Source: an optimization exercise on an open RTL-to-GDS flow (aim: small area). Production flows keep margins and buffers that such runs may drop.
Only simulation tests tie the RTL to the original design; equivalence was not proved.
The flow treats the clock pin as an ideal source, which a real chip does not have.
Power and IR drop assume default switching activity.

===== design/flow/flow/run.sh =====
#!/bin/bash
# Standard layout, with port buffers of the smallest buffer and a clock tree
# of small buffers without dummy loads.
set -euo pipefail
export BUFFER_PORTS_ARGS="-buffer_cell sky130_fd_sc_hd__buf_1"
export CTS_ARGS="-sink_clustering_enable -repair_clock_nets -dont_use_dummy_load -buf_list {sky130_fd_sc_hd__clkbuf_8} -sink_clustering_size 35 -sink_clustering_max_diameter 200 -sink_clustering_levels 1"
bash standard.sh > standard_flow.log 2>&1

===== design/flow/standard.sh =====
#!/bin/bash
# synth_recipe.tcl (not shown) runs the flow's synth.tcl, then flattens the netlist and writes it again
# the make line also repeats each setting of config.mk as NAME=value (left out here)
make -C /OpenROAD-flow-scripts/flow DESIGN_CONFIG=/design/flow/config.mk WORK_HOME=/design/flow/orfs CLKGATE_MAP_FILE= SYNTH_SCRIPT=/design/flow/synth_recipe.tcl "${@:-finish}"

===== design/flow/config.mk =====
export PLATFORM = sky130hd
export DESIGN_NAME = basys3
export DESIGN_NICKNAME = basys3
export VERILOG_FILES = /design/flow/design.v
export SDC_FILE = /design/flow/constraint.sdc
export NUM_CORES = 4
export LEC_CHECK = 0
export CAP_MARGIN = 20
export CORE_MARGIN = 2
export CORE_UTILIZATION = 40
export SLEW_MARGIN = 20

===== design/flow/constraint.sdc =====
create_clock -name core_clock -period 10.0 [get_ports {clk}]
set_input_delay 2.0000 -clock core_clock [delete_from_list [all_inputs] [get_ports {clk}]]
set_output_delay 2.0000 -clock core_clock [all_outputs]
set_load 0.01 [all_outputs]

===== design/flow/design.v =====
module encoder16to4 (
    input  [15:0] in,
    output [3:0] out
    );
    assign out = (in[15]) ? 4'd15 :
                 (in[14]) ? 4'd14 :
                 (in[13]) ? 4'd13 :
                 (in[12]) ? 4'd12 :
                 (in[11]) ? 4'd11 :
                 (in[10]) ? 4'd10 :
                 (in[9])  ? 4'd9  :
                 (in[8])  ? 4'd8  :
                 (in[7])  ? 4'd7  :
                 (in[6])  ? 4'd6  :
                 (in[5])  ? 4'd5  :
                 (in[4])  ? 4'd4  :
                 (in[3])  ? 4'd3  :
                 (in[2])  ? 4'd2  :
                 (in[1])  ? 4'd1  : 4'd0;
endmodule
`timescale 1ns / 1ps
module inputs(
    input clk,
    input rst,
    input [15:0] sw,
    output press,
    output [3:0] key
    );
    reg [15:0] s1;
    reg [15:0] d;
    reg [2:0] v;
    reg r1;
    reg [3:0] k1, k2, k3;
    wire [15:0] rise = sw & s1 & ~d;
    wire [3:0] enc;
    encoder16to4 encoder_(
        .in (rise),
        .out (enc)
    );
    always @(posedge clk) begin
        r1 <= rst;
        if (rst || r1) begin
            d <= 16'h0000;
            v <= {v[1:0], 1'b0} & {3{~rst}};
        end
        else begin
            d <= (sw & s1) | (d & (sw | s1));
            v <= {v[1:0], |rise};
        end
        s1 <= sw;
        k1 <= enc;
        k2 <= k1;
        k3 <= k2;
    end
    assign press = v[2];
    assign key = k3;
endmodule
`timescale 1ns / 1ps
module clock(
    input clk,
    input rst,
    input reset,
    output clk_display,
    output clk_blink
    );
    reg [6:0]  cd;
    reg [15:0] cb;
    localparam [6:0]  D_PULSE = 7'b1111101,  D_MASK = 7'b1101111;
    localparam [15:0] B_PULSE = 16'b0100111010101111, B_MASK = 16'b1111111110110111;
    assign clk_display = (cd & D_MASK) == (D_PULSE & D_MASK);
    assign clk_blink   = (cb & B_MASK) == (B_PULSE & B_MASK);
    always @(posedge clk) begin
        if (rst || reset)
            cd <= 7'd0;
        else if (clk_display)
            cd <= 7'd1;
        else
            cd <= {cd[5:0], ~(cd[6] ^ cd[2])};
    end
    always @(posedge clk) begin
        if (rst || reset)
            cb <= 16'd0;
        else if (clk_blink)
            cb <= 16'd1;
        else
            cb <= {cb[14:0], ~(cb[15] ^ cb[8])};
    end
endmodule
`timescale 1ns / 1ps
module counter(
    input clk,
    input rst,
    input judged,
    input miss,
    output reg [2:0] level,
    output [2:0] level_next,
    output reg [2:0] high
    );
    assign level_next = judged ? (miss ? 3'd0 : level + 3'd1) : level;
    always @(posedge clk) begin
        if (rst) begin
            level <= 0;
            high <= 0;
        end
        else begin
            level <= level_next;
            if (level > high)
                high <= level;
        end
    end
endmodule
`timescale 1ns / 1ps
module seq_table(
    input [2:0] lvl,
    input [2:0] idx,
    output [3:0] step
    );
    assign step[0] = (~idx[0] & ~lvl[0] & ~lvl[2]) | (idx[0] & lvl[0] & ~lvl[1] & lvl[2]) | (~idx[0] & idx[1] & ~idx[2] & lvl[0] & lvl[2]) | (idx[0] & ~idx[1] & idx[2] & lvl[0]) | (~idx[0] & ~idx[1] & ~idx[2] & ~lvl[0] & ~lvl[1]) | (~idx[0] & ~idx[1] & idx[2] & ~lvl[0] & lvl[1]) | (idx[0] & ~idx[1] & ~idx[2] & ~lvl[0] & lvl[1] & lvl[2]);
    assign step[1] = (~idx[1] & lvl[0] & ~lvl[2]) | (~idx[0] & ~idx[1] & ~idx[2] & lvl[2]) | (~idx[0] & ~idx[1] & idx[2] & lvl[1]) | (idx[1] & ~idx[2] & lvl[0] & lvl[1] & lvl[2]) | (idx[0] & ~idx[1] & ~lvl[2]) | (idx[0] & idx[2] & ~lvl[0]) | (idx[1] & ~lvl[0] & ~lvl[2]) | (idx[0] & idx[1] & lvl[0] & ~lvl[1]) | (idx[0] & idx[1] & ~lvl[0] & lvl[1]) | (idx[0] & ~idx[1] & ~lvl[0] & ~lvl[1]);
    assign step[2] = (~idx[0] & lvl[0] & lvl[1]) | (~lvl[0] & lvl[1] & ~lvl[2]) | (~idx[0] & idx[2] & ~lvl[1]) | (idx[0] & idx[1] & ~lvl[0] & ~lvl[1]) | (~idx[1] & ~idx[2] & lvl[0] & lvl[1] & lvl[2]) | (~idx[0] & ~idx[1] & ~lvl[0] & ~lvl[1] & lvl[2]);
    assign step[3] = (idx[0] & idx[1]) | (~idx[0] & idx[2] & ~lvl[0]) | (idx[0] & lvl[0] & ~lvl[2]) | (~idx[1] & idx[2] & lvl[0] & lvl[1]) | (~idx[0] & ~idx[2] & lvl[0] & ~lvl[1] & lvl[2]) | (~lvl[0] & ~lvl[1] & ~lvl[2]) | (idx[1] & ~lvl[0] & ~lvl[2]) | (idx[0] & ~idx[2] & ~lvl[0] & lvl[1] & lvl[2]);
endmodule
module seq_gen(
    input clk,
    input rst,
    input clk_blink,
    input reset,
    input start_seq,
    input [2:0] level,
    output [15:0] led
    );
    reg [3:0] index;   
    reg [3:0] num;
    reg playing_seq;
    wire [3:0] step;
    seq_table table_(
        .lvl (level),
        .idx (index[2:0]),
        .step (step)
    );
    always @(posedge clk) begin
        if (rst) begin
            index <= 0;
            playing_seq <= 0;
        end
        else if (reset) begin
            index <= 0;
        end
        else if (start_seq) begin
            playing_seq <= 1;
        end
        else if (clk_blink && playing_seq) begin
            if (index > {1'b0, level}) begin
                playing_seq <= 0;
                index <= 0;
            end
            else begin
                num <= step;
                index <= index + 1;
            end
        end
    end
    assign led = {15'd0, |index} << num;
endmodule
module player_seq(
    input clk,
    input rst,
    input restart,
    input press,
    input [3:0] key,
    input [2:0] level,
    input [2:0] level_next,
    output reg judged,
    output reg miss
    );
    reg [3:0] index;  
    wire [3:0] step;
    seq_table table_(
        .lvl (level_next),
        .idx (index[2:0]),
        .step (step)
    );
    always @(posedge clk) begin
        if (rst || restart) begin
            index <= 0;
            judged <= 0;
            miss <= 0;
        end
        else if (index > {1'b0, level}) begin
            index <= 0;
            judged <= 1;
        end
        else begin
            judged <= 0;
            if (press) begin
                index <= index + 1;
                miss <= (miss & ~judged) | (key != step);
            end
            else if (judged) begin
                miss <= 0;
            end
        end
    end
endmodule
module tone_generator(
    input clk,
    input rst,
    input correct,
    input incorrect,
    output sound
    );
    localparam [14:0] P_END = 15'b101000100100010, P_MASK = 15'b110111011111111;
    localparam [8:0]  S_HI  = 9'b001001000,        S_HI_MASK = 9'b101110111;
    localparam [8:0]  S_LO  = 9'b111110011,        S_LO_MASK = 9'b100110111;
    reg [8:0]  sound_counter;
    reg [14:0] play_counter;
    reg play_enable;
    reg sound_enable;
    reg sound_sel;   
    wire s_hi = (sound_counter & S_HI_MASK) == (S_HI & S_HI_MASK);
    wire s_lo = (sound_counter & S_LO_MASK) == (S_LO & S_LO_MASK);
    wire hit = sound_sel ? s_hi : s_lo;
    wire play_end = play_enable && ((play_counter & P_MASK) == (P_END & P_MASK));
    always @(posedge clk) begin
        if (!play_enable || hit)
            sound_counter <= 9'd0;
        else if (s_lo)
            sound_counter <= 9'h1ff;
        else
            sound_counter <= {sound_counter[7:0], ~(sound_counter[8] ^ sound_counter[3])};
        if (!play_enable)
            play_counter <= 15'd0;
        else
            play_counter <= {play_counter[13:0], ~(play_counter[14] ^ play_counter[13])};
    end
    always @(posedge clk) begin
        if (rst) begin
            play_enable <= 0;
            sound_enable <= 0;
            sound_sel <= 0;
        end
        else begin
            if (correct) begin
                play_enable <= 1;
                sound_sel <= 1;
            end
            if (incorrect) begin
                play_enable <= 1;
                sound_sel <= 0;
            end
            if (play_end) begin
                play_enable <= 0;
                sound_enable <= 0;
            end
            if (play_enable && hit)
                sound_enable <= ~sound_enable;
        end
    end
    assign sound = play_enable & sound_enable;
endmodule
`timescale 1ns / 1ps
module seg7_control(
    input clk,
    input rst,
    input clk_display,
    input reset,
    input [2:0] level,
    output [0:6] seg,        
    output [3:0] digit       
    );
    reg [1:0] digit_select;
    always @(posedge clk) begin
        if (rst || reset)
            digit_select <= 0;
        else if (clk_display)
            digit_select <= digit_select + 1;
    end
    wire ones = ~digit_select[0] & ~digit_select[1];
    assign digit[0] = ~ones;
    assign digit[1] = ~(digit_select[0] & ~digit_select[1]);
    assign digit[2] = ~(~digit_select[0] & digit_select[1]);
    assign digit[3] = ~(digit_select[0] & digit_select[1]);
    wire p0 = (~level[0] & ~level[1] & ~level[2]) | (level[0] & level[1] & ~level[2]);
    wire p1 = (~level[1] & level[2]);
    wire p2 = (level[0] & ~level[1] & ~level[2]);
    wire p3 = (~level[0] & ~level[1] & ~level[2]) | (level[0] & level[1] & ~level[2]) | (~level[0] & level[1] & level[2]);
    wire p4 = (~level[0]) | (level[1] & ~level[2]);
    wire p5 = (~level[1] & ~level[2]) | (~level[0] & level[1]);
    wire p6 = (~level[0] & ~level[1] & ~level[2]) | (~level[0] & level[1] & level[2]);
    assign seg[0] = ones ? p0 : 1'b1;
    assign seg[1] = ones ? p1 : digit_select[0];
    assign seg[2] = ones ? p2 : digit_select[0];
    assign seg[3] = ones & p3;
    assign seg[4] = ones & p4;
    assign seg[5] = ones & p5;
    assign seg[6] = ones ? p6 : 1'b1;
endmodule
`timescale 1ns / 1ps
module seg7_2_control(
    input [2:0] level,
    output [0:6] seg
    );
    assign seg[0] = (level[2]) | (~level[0] & level[1]) | (level[0] & ~level[1]);
    assign seg[1] = (~level[2]) | (level[1]);
    assign seg[2] = (level[1]) | (~level[0]) | (level[2]);
    assign seg[3] = (level[0] & level[2]) | (level[0] & ~level[1]) | (~level[1] & level[2]) | (~level[0] & level[1] & ~level[2]);
    assign seg[4] = (level[0] & ~level[1]) | (level[0] & level[2]);
    assign seg[5] = (~level[1] & level[2]) | (level[0] & level[1]);
    assign seg[6] = (level[0]) | (~level[1] & level[2]) | (level[1] & ~level[2]);
endmodule
`timescale 1ns / 1ps
module basys3(
    input clk,
    input rst,
    input [15:0] sw,
    input btn0,
    output [15:0] led,
    output [0:6] seg,
    output [3:0] digit,
    output sound,
    output [0:6] seg2,
    output seg2_sel
    );
    wire       press;
    wire [3:0] key;
    wire       w_display;
    wire       w_blink;
    wire [2:0] level;
    wire [2:0] level_next;
    wire [2:0] high;
    wire       judged;
    wire       miss;
    wire       next_level = judged & ~miss;
    wire       reset_game = judged & miss;
    reg start_seq;
    always @(posedge clk)
        start_seq <= rst | judged;
    inputs inputs_(
        .clk (clk),
        .rst (rst),
        .sw (sw),
        .press (press),
        .key (key)
    );
    clock clock_(
        .clk (clk),
        .rst (rst),
        .reset (reset_game),
        .clk_display (w_display),
        .clk_blink (w_blink)
    );
    seq_gen seq_gen_(
        .clk (clk),
        .rst (rst),
        .clk_blink (w_blink),
        .reset (reset_game),
        .start_seq (start_seq),
        .level (level),
        .led (led)
    );
    player_seq player_seq_(
        .clk (clk),
        .rst (rst),
        .restart (btn0),
        .press (press),
        .key (key),
        .level (level),
        .level_next (level_next),
        .judged (judged),
        .miss (miss)
    );
    tone_generator buzzer(
        .clk (clk),
        .rst (rst),
        .correct (next_level),
        .incorrect (reset_game),
        .sound (sound)
    );
    counter counter_(
        .clk (clk),
        .rst (rst),
        .judged (judged),
        .miss (miss),
        .level (level),
        .level_next (level_next),
        .high (high)
    );
    seg7_control seg7_(
        .clk (clk),
        .rst (rst),
        .clk_display (w_display),
        .reset (reset_game),
        .level (level),
        .seg (seg),
        .digit (digit)
    );
    seg7_2_control seg7_2(
        .level (high),
        .seg (seg2)
    );
    assign seg2_sel = 0;
endmodule

==> insert_results.sql, run 1 <==
INSERT INTO impl_metrics (metric_group, metric, value, unit) VALUES
('power_and_ir_drop', 'powerDensity', '144.9', 'nW/um2'),
('min_path', 'launch_point_of_the_worst_hold_path', 'inputs_.k2[0]$_DFF_P_', ''),
('run', 'cap_violations', '0', ''),
('sta', 'worst_slew_margin_rel', '40.33', '%'),
('global_route', 'antenna_found_initial', '0', ''),
('clock_tree', 'cts_num_sinks', '122', ''),
('worst_setup_path', 'rrSetupSlack', '6850', 'ps'),
('sta', 'rsz0062_at_grt', 'no', ''),
('floorplan', 'die_outline_area', '14030', 'um2'),
('worst_setup_path', 'critPathKind', 'flip-flop to output pin', ''),
('worst_setup_path', 'required', '8000', 'ps'),
('clock_tree', 'worst_setup_hold_path_clk_slew', '70', 'ps'),
('floorplan', 'floorplan.rows', '41', ''),
('worst_setup_path', 'cp_slowest_cell', 'sky130_fd_sc_hd__dfxtp_1', ''),
('floorplan', 'floorplan.die.width', '118.5', 'um'),
('worst_setup_path', 'worst-endpoint-arrival', '2330', 'ps'),
('place', 'numPlacedInstances', '793', ''),
('clock_tree', 'holdBufCountCts', '0', ''),
('layout', 'mostFrequentLayoutCell', 'sky130_fd_sc_hd__dfxtp_1', ''),
('synth', 'yosysTopAreaCellShare', '45.08', '%'),
('sta', 'final_max_slew_viol_count', '0', ''),
('synth', 'synth_seq_cells', '122', ''),
('global_route', 'pin_count_of_the_biggest_net_entering_global_routing', '30', ''),
('worst_setup_path', 'reg_to_reg_startpoint', 'counter_.level[0]$_SDFF_PP0_', ''),
('synth', 'unique_masters_post_synth', '60', ''),
('run_status', 'outcome', 'complete, no violations', ''),
('layout', 'register_area', '2482', 'um2'),
('routing', 'drt_iter0_drc', '174', ''),
('floorplan', 'floorplan.initialDensity', '41.19', '%'),
('global_route', 'first_pass_grt_wire_length', '17080', 'um'),
('floorplan', 'design.core.area', '12720', 'um2'),
('synth', 'postSynthAreaPerCell', '8.957', 'um2'),
('clock_tree', 'tritoncts', 'yes', ''),
('routing', 'route.vias.total', '4094', ''),
('sta', 'peak_freq', '231.1', 'MHz'),
('power_and_ir_drop', 'max-vdd-ir-drop', '0.1147', 'mV'),
('worst_setup_path', 'critical_path.startpoint_type', 'flip-flop', ''),
('layout', 'finish.cell_count_without_fillers', '810', ''),
('synth', 'netlist_instances', '585', ''),
('worst_setup_path', 'crit_path_max_fanout', '10', ''),
('routing', 'vias_per_cell', '5.054', ''),
('worst_setup_path', 'crit_path_cell_trace', 'inv_1 > ha_1 > nor3b_1 > or2_2 > nor4_1 > buf_1', ''),
('place', 'gp_congestion', '0.8826', ''),
('layout', 'post_route_cells_drive_above_1_share', '4.545', '%'),
('layout', 'area_growth', '10.98', '%'),
('worst_setup_path', 'critPathLaunch', 'seq_gen_.index[0]$_SDFFE_PP0P_', ''),
('synth', 'yosysWarnings', '8', ''),
('synth', 'async_flop_share', '0', '%'),
('global_route', 'globalRouteOverflowTotal', '0', ''),
('clock_tree', 'cts_inserted_buffers', '17', ''),
('floorplan', 'pin_count', '55', ''),
('floorplan', 'y_dimension_of_the_die', '118.5', 'um'),
('routing', 'first_pass_iters', '4', ''),
('layout', 'nNetsFinal', '687', ''),
('layout', 'stdcell_area', '5816', 'um2'),
('power_and_ir_drop', 'static_leakage', '2.232', 'nW'),
('clock_tree', 'clock_insertion_delay_worst_skew', '430', 'ps'),
('sta', 'layout_min_cycle_time', '4326', 'ps'),
('synth', 'synth-main-ff-cell', 'sky130_fd_sc_hd__dfxtp_1', ''),
('layout', 'num_antenna_cells', '0', ''),
('power_and_ir_drop', 'totalPowerFinal', '0.0008426', 'W'),
('place', 'hpwl', '7168', 'um'),
('routing', 'route.antenna.remaining_nets', '0', ''),
('synth', 'synthTopCellsByArea', 'sky130_fd_sc_hd__dfxtp_1 (45%), sky130_fd_sc_hd__ha_1 (6.7%), sky130_fd_sc_hd__and2_1 (5.1%)', ''),
('routing', 'routed_wire_length_per_instance', '12.18', 'um'),
('min_path', 'worst_min_delay_path_category', 'flip-flop to flip-flop', ''),
('layout', 'layout.cells.most_common_list', 'sky130_fd_sc_hd__dfxtp_1 (118), sky130_fd_sc_hd__nand2_1 (64), sky130_fd_sc_hd__buf_1 (53)', ''),
('synth', 'syn_area', '5240', 'um2'),
('sta', 'min_period_over_period', '43.26', '%'),
('clock_tree', 'postCtsSetupBuffers', '0', ''),
('routing', 'postRouteWirelength', '9867', 'um');
==> synthesized netlist by cell type, types with 7 or more instances <==
| library cell | number |
|---|---|
| sky130_fd_sc_hd__a31oi_1 | 9 |
| sky130_fd_sc_hd__nand2_1 | 64 |
| sky130_fd_sc_hd__dfxtp_1 | 118 |
| sky130_fd_sc_hd__inv_1 | 26 |
| sky130_fd_sc_hd__o21ai_0 | 39 |
| sky130_fd_sc_hd__nand2b_1 | 9 |
| sky130_fd_sc_hd__nor2_1 | 48 |
| sky130_fd_sc_hd__nand3b_1 | 9 |
| sky130_fd_sc_hd__nor3_1 | 18 |
| sky130_fd_sc_hd__and2_1 | 43 |
| sky130_fd_sc_hd__nor2b_1 | 8 |
| sky130_fd_sc_hd__ha_1 | 28 |
| sky130_fd_sc_hd__mux2i_1 | 8 |
| sky130_fd_sc_hd__a21oi_1 | 36 |
| sky130_fd_sc_hd__clkbuf_1 | 15 |
| sky130_fd_sc_hd__nand3_1 | 14 |
| sky130_fd_sc_hd__nand4_1 | 7 |
==> state kept, by name, summed over array words and instances, names as in the netlist, 4 cells and up <==
name	flops
inputs_.k1	4
clock_.cb	16
inputs_.k2	4
buzzer.sound_counter	9
clock_.cd	7
seq_gen_.num	4
inputs_.d	16
inputs_.s1	16
buzzer.play_counter	15
player_seq_.index	4
seq_gen_.index	4
inputs_.k3	4
==> power by group <==
part	internal [W]	leakage [nW]	switching (W)
clock	0.000149	0.122	0.000151
sequential	0.000504	1.00	0.00000689
combinational	0.0000135	1.11	0.0000191
total	0.000666	2.23	0.000177
==> path summary, 6_finish.rpt <==
check	endpoint	depth (start not counted)
worst max-delay path	led[0]	6
worst max register to register	player_seq_.miss$_SDFFE_PP0P_	8
worst min-delay path	inputs_.k3[0]$_DFF_P_	0
worst min register to register	inputs_.k3[0]$_DFF_P_	0
==> critical path: cells and delay by family, from the launching register on <==
family / cells / cell delay, ps
buf+inv: 2 / 390
flops: 1 / 520
fa+ha+maj: 1 / 290
simple gates: 3 / 720
==> cell families after synthesis <==
logic type / synth area share, %
adders and majority gates: 6.686
xor gates and xnor gates: 1.671
buffers and inverters: 3.390
AOI/OAI and AO/OA: 13.73
and+or+nand+nor: 25.55
other: 0.07156
DFF: 47.37
muxes: 1.528
==> final cells by class <==
cell class                 count  share of cell area [%]
inverter                      26                   1.678
multi-input combinational    419                   44.36
tap                          172                   3.701
sequential                   122                   42.68
timing repair buffer          54                   3.550
clock buffer                  17                   4.023
==> routing by layer <==
| metal | vias to the layer above | GRT usage [%] | share of wire (%) |
|---|---|---|---|
| met3 | 17 | 4.537 | 6.1 |
| li1 | 2125 | - | - |
| met2 | 115 | 22.54 | 44 |
| met1 | 1837 | 19.36 | 48 |
| met4 | 0 | 6.771 | 1.7 |
| met5 | - | 0 | 0 |
==> per-stage QoR <==
step                worst slack, ps  utilization, %
global route                   5457           45.71
detailed placement             6117           43.87
floorplan                      6334               -
global placement               6198           43.87
CTS                            5657           45.71
finish                         5674           45.71
==> run 2, diff against run 1 <==
==> design/flow/flow/run.sh (replaced) <==
#!/bin/bash
# Standard layout, with port buffers of the smallest buffer and a clock tree
# of small buffers without dummy loads.
set -euo pipefail
export BUFFER_PORTS_ARGS="-buffer_cell sky130_fd_sc_hd__buf_1"
export CTS_ARGS="-repair_clock_nets -dont_use_dummy_load -buf_list {sky130_fd_sc_hd__clkbuf_8 sky130_fd_sc_hd__clkbuf_16} -distance_between_buffers 500"
bash standard.sh > standard_flow.log 2>&1
==> run 2 against run 1 <==
  * Via count fell by 0.49%
  * Sequential power barely moved
  * Clock power rose by 54%
  * Non-clock buffer count did not move
  * Die area did not move
  * Routed wire length barely moved
==> insert_results.sql, run 2 <==
INSERT INTO impl_metrics (metric_group, metric, value, unit) VALUES
('power_and_ir_drop', 'static_leakage', '2.319', 'nW'),
('worst_setup_path', 'ff2ff_path_depth', '8', ''),
('worst_setup_path', 'path_delay_family', 'simple AND/OR/NAND/NOR gates', ''),
('clock_tree', 'post_cts_resized', '0', ''),
('floorplan', 'die_outline_area', '14030', 'um2'),
('synth', 'unique_masters_post_synth', '60', ''),
('sta', 'worst_slew_margin_rel', '40.31', '%'),
('synth', 'synth-main-ff-cell', 'sky130_fd_sc_hd__dfxtp_1', ''),
('worst_setup_path', 'worst-endpoint-arrival', '2300', 'ps'),
('floorplan', 'floorplan.die.width', '118.5', 'um'),
('synth', 'post_synth_and_or_nand_nor_area_fraction', '25.55', '%'),
('clock_tree', 'postCtsSetupBuffers', '0', ''),
('synth', 'synth_compound_area_share', '13.73', '%'),
('layout', 'mostFrequentLayoutCell', 'sky130_fd_sc_hd__dfxtp_1', ''),
('min_path', 'hold_path_depth', '0', ''),
('clock_tree', 'holdBufCountCts', '0', ''),
('sta', 'worst_pin_slew', '894.2', 'ps'),
('synth', 'synth_enable_flop_cells', '4', ''),
('min_path', 'worst_min_delay_path_category', 'flip-flop to flip-flop', ''),
('power_and_ir_drop', 'totalPowerFinal', '0.001005', 'W'),
('synth', 'synth_nets', '632', ''),
('layout', 'nNetsFinal', '687', ''),
('global_route', 'first_pass_grt_wire_length', '17040', 'um'),
('routing', 'postRouteWirelength', '9872', 'um'),
('layout', 'num_antenna_cells', '0', ''),
('power_and_ir_drop', 'powerDensity', '167.4', 'nW/um2'),
('worst_setup_path', 'critical_path.startpoint_type', 'flip-flop', ''),
('clock_tree', 'worst_setup_hold_path_clk_slew', '50', 'ps'),
('worst_setup_path', 'reg_to_reg_startpoint', 'counter_.level[0]$_SDFF_PP0_', ''),
('synth', 'synth_sequential_area_ratio', '47.37', '%'),
('min_path', 'launch_point_of_the_worst_hold_path', 'inputs_.k1[1]$_SDFF_PP1_', ''),
('sta', 'worst_hold_slack', '324.4', 'ps'),
('layout', 'layout.cells.most_common_list', 'sky130_fd_sc_hd__dfxtp_1 (118), sky130_fd_sc_hd__nand2_1 (64), sky130_fd_sc_hd__buf_1 (53)', ''),
('sta', 'min_period_over_period', '43.01', '%'),
('synth', 'syn_area', '5240', 'um2'),
('synth', 'synth.area.mux_share', '1.528', '%'),
('place', 'hpwl', '7168', 'um'),
('sta', 'layout_min_cycle_time', '4301', 'ps'),
('global_route', 'globalRouteOverflowTotal', '0', ''),
('clock_tree', 'clock_insertion_delay_worst_skew', '410', 'ps'),
('run', 'cap_violations', '0', ''),
('sta', 'peak_freq', '232.5', 'MHz'),
('synth', 'synthMostInstantiatedCell', 'sky130_fd_sc_hd__dfxtp_1', ''),
('routing', 'first_pass_iters', '4', ''),
('global_route', 'antenna_found_initial', '0', ''),
('layout', 'post_route_cells_drive_above_1_share', '4.545', '%'),
('routing', 'vias_per_cell', '5.030', ''),
('sta', 'rsz0062_at_grt', 'no', ''),
('worst_setup_path', 'reg2reg_to', 'player_seq_.miss$_SDFFE_PP0P_', ''),
('floorplan', 'pin_count', '55', ''),
('clock_tree', 'cts_inserted_buffers', '17', ''),
('routing', 'routed_wire_length_per_instance', '12.19', 'um'),
('synth', 'leading_area_contributor_after_synthesis', 'sky130_fd_sc_hd__dfxtp_1', ''),
('synth', 'yosysWarnings', '8', ''),
('floorplan', 'floorplan.rows', '41', ''),
('global_route', 'grt_util_all_layers', '15.02', '%'),
('place', 'numPlacedInstances', '793', ''),
('min_path', 'hold_path_endpoint', 'inputs_.k2[1]$_DFF_P_', ''),
('synth', 'netlist_instances', '585', ''),
('global_route', 'grt_pass1_vias', '3792', ''),
('place', 'gp_congestion', '0.8826', ''),
('layout', 'fill_cells', '1261', ''),
('floorplan', 'y_dimension_of_the_die', '118.5', 'um'),
('worst_setup_path', 'cp_slowest_cell', 'sky130_fd_sc_hd__dfxtp_1', ''),
('global_route', 'pin_count_of_the_biggest_net_entering_global_routing', '30', ''),
('layout', 'top_regs', 'clock_.cb x16, inputs_.d x16, inputs_.s1 x16', ''),
('routing', 'drt_drc_violations_left', '0', ''),
('layout', 'area_growth', '14.64', '%'),
('routing', 'route.antenna.remaining_nets', '0', ''),
('layout', 'finish.cell_count_without_fillers', '810', ''),
('clock_tree', 'cts.path.max_buffers', '2', ''),
('worst_setup_path', 'crit_path_cell_trace', 'inv_1 > ha_1 > nor3b_1 > or2_2 > nor4_1 > buf_1', ''),
('power_and_ir_drop', 'max-vdd-ir-drop', '0.09988', 'mV'),
('routing', 'drt_iter0_drc', '186', ''),
('clock_tree', 'cts_root_buf', 'sky130_fd_sc_hd__clkbuf_16', ''),
('worst_setup_path', 'crit_path_max_fanout', '10', ''),
('run_status', 'outcome', 'complete, no violations', ''),
('worst_setup_path', 'rrSetupSlack', '6870', 'ps'),
('synth', 'yosysTopAreaCellShare', '45.08', '%'),
('worst_setup_path', 'critPathKind', 'flip-flop to output pin', ''),
('worst_setup_path', 'critPathCaptureType', 'output pin', ''),
('synth', 'synth_top_family_by_area', 'simple AND/OR/NAND/NOR gates', ''),
('synth', 'yosys.area_share.adder', '6.686', '%'),
('synth', 'yosys-top-cells-count', 'sky130_fd_sc_hd__dfxtp_1 (118), sky130_fd_sc_hd__nand2_1 (64), sky130_fd_sc_hd__nor2_1 (48)', ''),
('worst_setup_path', 'worstPathBufferInverterCount', '2', ''),
('layout', 'final_core_occ', '47.22', '%'),
('synth', 'postSynthAreaPerCell', '8.957', 'um2'),
('layout', 'register_area', '2482', 'um2'),
('worst_setup_path', 'required', '8000', 'ps'),
('sta', 'setup_total_negative_slack', '0', 'ps'),
('synth', 'synthTopCellsByArea', 'sky130_fd_sc_hd__dfxtp_1 (45%), sky130_fd_sc_hd__ha_1 (6.7%), sky130_fd_sc_hd__and2_1 (5.1%)', ''),
('sta', 'finClkSkew', '23.55', 'ps'),
('clock_tree', 'cts_num_sinks', '122', ''),
('floorplan', 'floorplan.initialDensity', '41.19', '%'),
('sta', 'setup_viol_count_final', '0', ''),
('synth', 'async_flop_share', '0', '%'),
('synth', 'synth_xor_xnor_area_share', '1.671', '%'),
('worst_setup_path', 'max_stage_delay', '510', 'ps'),
('layout', 'multi_input_area', '2580', 'um2'),
('routing', 'route.vias.total', '4074', ''),
('floorplan', 'design.core.area', '12720', 'um2'),
('clock_tree', 'htree_num_levels', '4', ''),
('clock_tree', 'tritoncts', 'yes', ''),
('synth', 'synth_seq_cells', '122', ''),
('place', 'portBuffers', '53', ''),
('sta', 'final_max_slew_viol_count', '0', ''),
('sta', 'report.final.hold_viol_count', '0', '');
-- run 2: cell counts after synthesis --
No cell type changed its count.
-- run 2: cell families after synthesis --
family / count (synthesis)
AO/OA/AOI/OAI: 121
flip-flops: 122
other: 1
AND/OR/NAND/NOR: 251
multiplexers: 8
buffers and inverters: 44
XOR/XNOR: 10
adder cells (fa/ha/maj): 28
-- run 2: area by class of cell --
| type | count | area share [%] |
|---|---|---|
| Clock buffer | 17 | 7.082 |
| Inverter | 26 | 1.625 |
| Tap cell | 172 | 3.583 |
| Multi-Input combinational cell | 419 | 42.95 |
| Timing Repair Buffer | 54 | 3.437 |
| Sequential cell | 122 | 41.32 |
-- run 2: power breakdown --
group | switching (W) | internal, W
Sequential | 0.00000695 | 0.000505
Combinational | 0.0000191 | 0.0000135
Clock | 0.000170 | 0.000291
Total | 0.000196 | 0.000810
-- run 2: per-layer routing --
layer / track usage (%) / share of wire, % / vias up
li1: - / - / 2127
met1: 19.18 / 49 / 1841
met2: 22.51 / 45 / 97
met3: 5.985 / 5.6 / 9
met4: 6.324 / 1.2 / 0
met5: 0 / 0 / -
-- run 2: metrics by stage --
| stage | instance area (um2) | setup slack (ps) |
|---|---|---|
| final | 6007 | 5699 |
| after global routing | 6007 | 5477 |
| after CTS | 6007 | 5678 |
| after detailed placement | 5582 | 6117 |
| after global placement | 5582 | 6198 |
| after floorplan | 5240 | 6334 |
-- run 2: worst max-delay path by stage --
stage	from	endpoint	slack, ps	cells past startpoint
after floorplan	seq_gen_.index[0]$_SDFFE_PP0P_	led[0]	6330	5
after global placement	counter_.level[0]$_SDFF_PP0_	seg[6]	6200	5
after detailed placement	seq_gen_.index[0]$_SDFFE_PP0P_	led[0]	6120	6
after CTS	seq_gen_.index[0]$_SDFFE_PP0P_	led[0]	5680	6
after global routing	counter_.level[0]$_SDFF_PP0_	seg[3]	5480	5
final	seq_gen_.index[0]$_SDFFE_PP0P_	led[0]	5700	6
==> run 3, diff against run 2 <==
==> design/flow/flow/run.sh (replaced) <==
#!/bin/bash
# Standard layout, with port buffers of the smallest buffer and a clock tree
# of small buffers without dummy loads.
set -euo pipefail
export BUFFER_PORTS_ARGS="-buffer_cell sky130_fd_sc_hd__buf_1"
export CTS_ARGS="-sink_clustering_enable -repair_clock_nets -dont_use_dummy_load -buf_list sky130_fd_sc_hd__clkbuf_8 -sink_clustering_size 30"
export PRE_CTS_TCL="$(pwd)/flow/pre_cts.tcl"
bash standard.sh > standard_flow.log 2>&1
==> design/flow/flow/pre_cts.tcl (new file) <==
configure_cts_characterization -max_cap 0.12 -max_slew 0.12
==> run 3 against run 2 <==
  * Synthesized cell count did not move
  * Non-clock buffer count is the same
  * Register-to-register slack lost 20 ps
  * First-iteration DRC count down 6.5%
  * Die area did not move
  * Worst setup slack worse by 25 ps
  * Sequential power about the same
  * Total power shrank 16%
  * Global-route usage down 0.17 points
  * Critical path depth stayed put
  * Flip-flop and latch count is the same
  * Critical endpoint unchanged
==> insert_results.sql, run 3 <==
INSERT INTO impl_metrics (metric_group, metric, value, unit) VALUES
('run_status', 'outcome', 'complete, no violations', ''),
('floorplan', 'floorplan.rows', '41', ''),
('global_route', 'globalRouteOverflowTotal', '0', ''),
('layout', 'top_regs', 'clock_.cb x16, inputs_.d x16, inputs_.s1 x16', ''),
('worst_setup_path', 'crit_path_cell_trace', 'inv_1 > ha_1 > nor3b_1 > or2_2 > nor4_1 > buf_1', ''),
('floorplan', 'pin_count', '55', ''),
('routing', 'drt_drc_violations_left', '0', ''),
('floorplan', 'y_dimension_of_the_die', '118.5', 'um'),
('sta', 'setup_viol_count_final', '0', ''),
('global_route', 'grt_pass1_vias', '3804', ''),
('synth', 'syn_area', '5240', 'um2'),
('power_and_ir_drop', 'totalPowerFinal', '0.0008426', 'W'),
('sta', 'peak_freq', '231.1', 'MHz'),
('global_route', 'first_pass_grt_wire_length', '17080', 'um'),
('synth', 'postSynthAreaPerCell', '8.957', 'um2'),
('routing', 'drt_iter0_drc', '174', ''),
('worst_setup_path', 'max_stage_delay', '520', 'ps'),
('worst_setup_path', 'rrSetupSlack', '6850', 'ps'),
('layout', 'post_route_cells_drive_above_1_share', '4.545', '%'),
('clock_tree', 'post_cts_resized', '0', ''),
('routing', 'vias_per_cell', '5.054', ''),
('synth', 'synth_seq_cells', '122', ''),
('synth', 'synth-main-ff-cell', 'sky130_fd_sc_hd__dfxtp_1', ''),
('worst_setup_path', 'required', '8000', 'ps'),
('power_and_ir_drop', 'max-vdd-ir-drop', '0.1147', 'mV'),
('min_path', 'worst_min_delay_path_category', 'flip-flop to flip-flop', ''),
('synth', 'yosysWarnings', '8', ''),
('layout', 'mostFrequentLayoutCell', 'sky130_fd_sc_hd__dfxtp_1', ''),
('place', 'portBuffers', '53', ''),
('worst_setup_path', 'worst-endpoint-arrival', '2330', 'ps'),
('floorplan', 'floorplan.initialDensity', '41.19', '%'),
('clock_tree', 'tritoncts', 'yes', ''),
('sta', 'layout_min_cycle_time', '4326', 'ps'),
('synth', 'yosys-top-cells-count', 'sky130_fd_sc_hd__dfxtp_1 (118), sky130_fd_sc_hd__nand2_1 (64), sky130_fd_sc_hd__nor2_1 (48)', ''),
('routing', 'route.vias.total', '4094', ''),
('floorplan', 'die_outline_area', '14030', 'um2'),
('sta', 'report.final.hold_viol_count', '0', ''),
('worst_setup_path', 'reg_to_reg_startpoint', 'counter_.level[0]$_SDFF_PP0_', ''),
('synth', 'netlist_instances', '585', ''),
('worst_setup_path', 'critical_path.startpoint_type', 'flip-flop', ''),
('synth', 'synth_enable_flop_cells', '4', ''),
('worst_setup_path', 'reg2reg_to', 'player_seq_.miss$_SDFFE_PP0P_', ''),
('sta', 'rsz0062_at_grt', 'no', ''),
('run', 'cap_violations', '0', ''),
('sta', 'finClkSkew', '24.01', 'ps'),
('clock_tree', 'cts_inserted_buffers', '17', ''),
('synth', 'synth_nets', '632', ''),
('worst_setup_path', 'ff2ff_path_depth', '8', ''),
('place', 'gp_congestion', '0.8826', ''),
('worst_setup_path', 'crit_path_end', 'led[0]', ''),
('routing', 'routed_wire_length_per_instance', '12.18', 'um'),
('sta', 'worst_pin_slew', '893.8', 'ps'),
('clock_tree', 'worst_setup_hold_path_clk_slew', '70', 'ps'),
('floorplan', 'floorplan.die.width', '118.5', 'um'),
('sta', 'min_period_over_period', '43.26', '%'),
('power_and_ir_drop', 'powerDensity', '144.9', 'nW/um2'),
('synth', 'async_flop_share', '0', '%'),
('routing', 'postRouteWirelength', '9867', 'um'),
('clock_tree', 'cts_num_sinks', '122', ''),
('layout', 'area_growth', '10.98', '%'),
('clock_tree', 'postCtsSetupBuffers', '0', ''),
('layout', 'num_antenna_cells', '0', ''),
('synth', 'synthTopCellsByArea', 'sky130_fd_sc_hd__dfxtp_1 (45%), sky130_fd_sc_hd__ha_1 (6.7%), sky130_fd_sc_hd__and2_1 (5.1%)', ''),
('layout', 'nNetsFinal', '687', ''),
('routing', 'first_pass_iters', '4', ''),
('clock_tree', 'clock_insertion_delay_worst_skew', '430', 'ps'),
('clock_tree', 'holdBufCountCts', '0', ''),
('global_route', 'grt_util_all_layers', '14.85', '%'),
('synth', 'yosysTopAreaCellShare', '45.08', '%'),
('synth', 'synth_sequential_area_ratio', '47.37', '%'),
('layout', 'finish.cell_count_without_fillers', '810', ''),
('sta', 'setup_total_negative_slack', '0', 'ps'),
('worst_setup_path', 'critPathKind', 'flip-flop to output pin', ''),
('worst_setup_path', 'critPathCaptureType', 'output pin', ''),
('worst_setup_path', 'cp_slowest_cell', 'sky130_fd_sc_hd__dfxtp_1', ''),
('synth', 'synthMostInstantiatedCell', 'sky130_fd_sc_hd__dfxtp_1', ''),
('worst_setup_path', 'critPathLaunch', 'seq_gen_.index[0]$_SDFFE_PP0P_', ''),
('layout', 'final_core_occ', '45.71', '%'),
('synth', 'unique_masters_post_synth', '60', ''),
('floorplan', 'design.core.area', '12720', 'um2'),
('place', 'hpwl', '7168', 'um'),
('power_and_ir_drop', 'static_leakage', '2.232', 'nW'),
('routing', 'route.antenna.remaining_nets', '0', ''),
('sta', 'worst_slew_margin_rel', '40.33', '%'),
('global_route', 'pin_count_of_the_biggest_net_entering_global_routing', '30', ''),
('worst_setup_path', 'crit_path_max_fanout', '10', ''),
('sta', 'final_max_slew_viol_count', '0', ''),
('place', 'numPlacedInstances', '793', ''),
('synth', 'leading_area_contributor_after_synthesis', 'sky130_fd_sc_hd__dfxtp_1', ''),
('layout', 'layout.cells.most_common_list', 'sky130_fd_sc_hd__dfxtp_1 (118), sky130_fd_sc_hd__nand2_1 (64), sky130_fd_sc_hd__buf_1 (53)', ''),
('global_route', 'antenna_found_initial', '0', '');
## run 3: metal layers
layer	vias to the layer above	GRT usage, %	routed length (um)
met3	17	4.537	599
met5	-	0	0
li1	2125	-	-
met2	115	22.54	4329
met1	1837	19.36	4768
met4	0	6.771	170
## run 3: cell type report
class	count	area, um2
flip-flops and latches	122	2482
repair buffers	54	206.4
multi-input cells	419	2580
well taps	172	215.2
inverters	26	97.59
fillers	1284	6907
clock buffers	17	234.0
## run 3: metrics by stage
stage	setup WS, ps	hold slack, ps	area [um2]
detailed placement	6117	312.1	5582
global route	5457	336.6	5816
floorplan	6334	309.6	5240
global placement	6198	313.2	5582
CTS	5657	327.0	5816
finish	5674	326.0	5816
## run 3: power by group
group | internal [W] | total, W | switching (W) | leakage [nW]
clock | 0.000149 | 0.000300 | 0.000151 | 0.122
combinational | 0.0000135 | 0.0000326 | 0.0000191 | 1.11
sequential | 0.000504 | 0.000510 | 0.00000689 | 1.00
## run 3: worst min-delay path by stage
stage,to,start,cells past startpoint,slack (ps)
final,inputs_.k3[0]$_DFF_P_,inputs_.k2[0]$_DFF_P_,0,330
after global placement,inputs_.k3[1]$_DFF_P_,inputs_.k2[1]$_DFF_P_,0,310
after floorplan,inputs_.k2[0]$_DFF_P_,inputs_.k1[0]$_SDFF_PP1_,0,310
after detailed placement,inputs_.k2[0]$_DFF_P_,inputs_.k1[0]$_SDFF_PP1_,0,310
after CTS,inputs_.k3[0]$_DFF_P_,inputs_.k2[0]$_DFF_P_,0,330
after global routing,inputs_.k3[0]$_DFF_P_,inputs_.k2[0]$_DFF_P_,0,340
## run 3: logic make-up (layout without fill, tap and decap cells)
| kind of cell | after synthesis | after routing | share of synthesized area [%] |
|---|---|---|---|
| buf+inv | 44 | 97 | 3.390 |
| fa+ha+maj | 28 | 28 | 6.686 |
| mux | 8 | 8 | 1.528 |
| xor+xnor | 10 | 10 | 1.671 |
| simple gates | 251 | 251 | 25.55 |
| other cells | 1 | 1 | 0.07156 |
| flops | 122 | 122 | 47.37 |
| compound gates | 121 | 121 | 13.73 |
## run 3: worst max-delay path: cells and delay by family (launching register included)
family        cells  cell delay, ps
buf+inv           2             390
flops             1             520
simple gates      3             720
fa+ha+maj         1             290
==> run 4, diff against run 3 <==
==> design/flow/flow/run.sh (replaced) <==
#!/bin/bash
# Standard layout, with port buffers of the smallest buffer and a clock tree
# of small buffers without dummy loads.
set -euo pipefail
export BUFFER_PORTS_ARGS="-buffer_cell sky130_fd_sc_hd__buf_1"
export CTS_ARGS="-sink_clustering_enable -repair_clock_nets -dont_use_dummy_load -buf_list sky130_fd_sc_hd__clkbuf_4 -sink_clustering_size 20"
bash standard.sh > standard_flow.log 2>&1
removed: design/flow/flow/pre_cts.tcl
==> run 4 against run 3 <==
  * Still clean
  * Clock skew up 13 ps
  * Total power is 9.6% lower
  * Cell count stayed put
  * Area after synthesis unchanged
  * Sequential share of layout area grew 0.80 points
  * Register-to-register slack about the same
  * Combinational power about the same
  * Hold slack better by 6.5 ps
  * Sequential power about the same
  * Flip-flop and latch count did not move
  * Critical path type unchanged
  * Largest cell class unchanged
==> insert_results.sql, run 4 <==
INSERT INTO impl_metrics (metric_group, metric, value, unit) VALUES
('sta', 'worst_slew_margin_rel', '40.47', '%'),
('global_route', 'grt_pass1_vias', '3780', ''),
('place', 'hpwl', '7168', 'um'),
('floorplan', 'floorplan.rows', '41', ''),
('worst_setup_path', 'required', '8000', 'ps'),
('run_status', 'outcome', 'complete, no violations', ''),
('global_route', 'antenna_found_initial', '0', ''),
('worst_setup_path', 'cp_slowest_cell', 'sky130_fd_sc_hd__dfxtp_1', ''),
('power_and_ir_drop', 'powerDensity', '133.3', 'nW/um2'),
('layout', 'nNetsFinal', '687', ''),
('routing', 'first_pass_iters', '5', ''),
('synth', 'yosysWarnings', '8', ''),
('global_route', 'pin_count_of_the_biggest_net_entering_global_routing', '30', ''),
('sta', 'min_period_over_period', '44.13', '%'),
('min_path', 'worst_min_delay_path_category', 'flip-flop to flip-flop', ''),
('layout', 'num_antenna_cells', '0', ''),
('run', 'cap_violations', '0', ''),
('sta', 'rsz0062_at_grt', 'no', ''),
('synth', 'leading_area_contributor_after_synthesis', 'sky130_fd_sc_hd__dfxtp_1', ''),
('routing', 'routed_wire_length_per_instance', '12.15', 'um'),
('global_route', 'globalRouteOverflowTotal', '0', ''),
('layout', 'top_regs', 'clock_.cb x16, inputs_.d x16, inputs_.s1 x16', ''),
('clock_tree', 'post_cts_resized', '0', ''),
('global_route', 'grt_util_all_layers', '14.76', '%'),
('power_and_ir_drop', 'static_leakage', '2.188', 'nW'),
('worst_setup_path', 'crit_path_cell_trace', 'inv_1 > ha_1 > nor3b_1 > or2_2 > nor4_1 > buf_1', ''),
('worst_setup_path', 'critPathKind', 'flip-flop to output pin', ''),
('layout', 'mostFrequentLayoutCell', 'sky130_fd_sc_hd__dfxtp_1', ''),
('clock_tree', 'tritoncts', 'yes', ''),
('routing', 'postRouteWirelength', '9845', 'um'),
('power_and_ir_drop', 'max-vdd-ir-drop', '0.1026', 'mV'),
('worst_setup_path', 'max_stage_delay', '520', 'ps'),
('sta', 'peak_freq', '226.6', 'MHz'),
('worst_setup_path', 'critical_path.startpoint_type', 'flip-flop', '');
==> run 4: cell counts after synthesis <==
Identical to the previous run, type by type.
==> run 4: area by class of cell <==
class                   instances  area [um2]  share of cell area (%)
multi-input cells             419        2580                   45.19
inverters                      26       97.59                   1.709
clock buffers                  17       127.6                   2.235
flip-flops and latches        122        2482                   43.48
repair buffers                 54       206.4                   3.616
well taps                     172       215.2                   3.769
==> run 4: logic make-up (layout without fill, tap and decap cells) <==
group | Yosys count | in the layout | share of synthesized area [%]
xor gates and xnor gates | 10 | 10 | 1.671
and+or+nand+nor | 251 | 251 | 25.55
other | 1 | 1 | 0.07156
AOI/OAI and AO/OA | 121 | 121 | 13.73
muxes | 8 | 8 | 1.528
DFF | 122 | 122 | 47.37
adders and majority gates | 28 | 28 | 6.686
buffers and inverters | 44 | 97 | 3.390
==> run 4: per-layer routing <==
layer | global-route usage [%] | wire length, um | up-vias | part of all wire [%]
met5 | 0 | 0 | - | 0
met1 | 19.24 | 4795 | 1834 | 49
met3 | 4.537 | 548 | 17 | 5.6
met4 | 7.143 | 206 | 0 | 2.1
li1 | - | - | 2123 | -
met2 | 22.18 | 4295 | 105 | 44
==> run 4: report_power, final <==
part / switching [W] / internal [W] / leakage (nW) / total, W
Sequential: 0.00000689 / 0.000503 / 1.00 / 0.000509
Combinational: 0.0000190 / 0.0000135 / 1.11 / 0.0000325
Clock: 0.000142 / 0.0000774 / 0.0782 / 0.000219
Total: 0.000168 / 0.000593 / 2.19 / 0.000761
==> run 4: critical path, delay by kind of cell, from the launching register on <==
family	cells	cell delay (ps)
AND/OR/NAND/NOR	3	730
flip-flops	1	520
adder cells (fa/ha/maj)	1	290
buffers and inverters	2	390
==> run 4: path summary, 6_finish.rpt <==
path	startpoint	to	slack, ps	cells past startpoint
setup / recovery	seq_gen_.index[0]$_SDFFE_PP0P_	led[0]	5590	6
hold / removal	inputs_.k2[0]$_DFF_P_	inputs_.k3[0]$_DFF_P_	330	0
hold reg to reg	inputs_.k2[0]$_DFF_P_	inputs_.k3[0]$_DFF_P_	330	0
setup reg to reg	counter_.level[0]$_SDFF_PP0_	player_seq_.miss$_SDFFE_PP0P_	6860	8
==> run 4: stage by stage <==
step           utilization (%)  std cells  hold slack (ps)  power [W]  cell area (um2)
2_1_floorplan                -        585            309.6  0.0005421             5240
3_3_place_gp             43.87        793            313.2  0.0005524             5582
3_5_place_dp             43.87        793            312.1  0.0005538             5582
4_1_cts                  44.88        810            332.6  0.0007749             5709
5_1_grt                  44.88        810            333.0  0.0007995             5709
6_report                 44.88        810            332.5  0.0007613             5709

afterwards: timing with drivers on the ports:
The results above use ideal ports. As a check the final layouts listed here were re-extracted and re-timed, cells and wires unchanged.
Step 1: set_driving_cell puts a clkbuf_16 on clk and a buf_2 on each other input, an assumption about the parent block.
Step 2 times the ports against the registers' clock, not the clock port: input delays grow and output delays shrink by t, the midpoint of the rising clock arrivals with the driver on.
a / b / c = ideal ports / drivers / drivers and shift; a / b = the first two.
| run | shift t [ns] | slack for setup (ns) | hold WS [ns] | latest minus earliest clock arrival (ns) | cell pins on the clock port's net |
|---|---|---|---|---|---|
| run 1 | 0.444 | 5.674 / 5.643 / 6.087 | 0.326 / 0.326 / 0.326 | 0.025 / 0.024 | 1 |
| run 2 | 0.432 | 5.699 / 5.663 / 6.095 | 0.324 / 0.324 / 0.324 | 0.023 / 0.024 | 1 |
| run 3 | 0.444 | 5.674 / 5.643 / 6.087 | 0.326 / 0.326 / 0.326 | 0.025 / 0.024 | 1 |
| run 4 | 0.538 | 5.587 / 5.556 / 6.094 | 0.333 / 0.333 / 0.333 | 0.038 / 0.037 | 1 |
After both steps setup and hold are still met in every run listed.
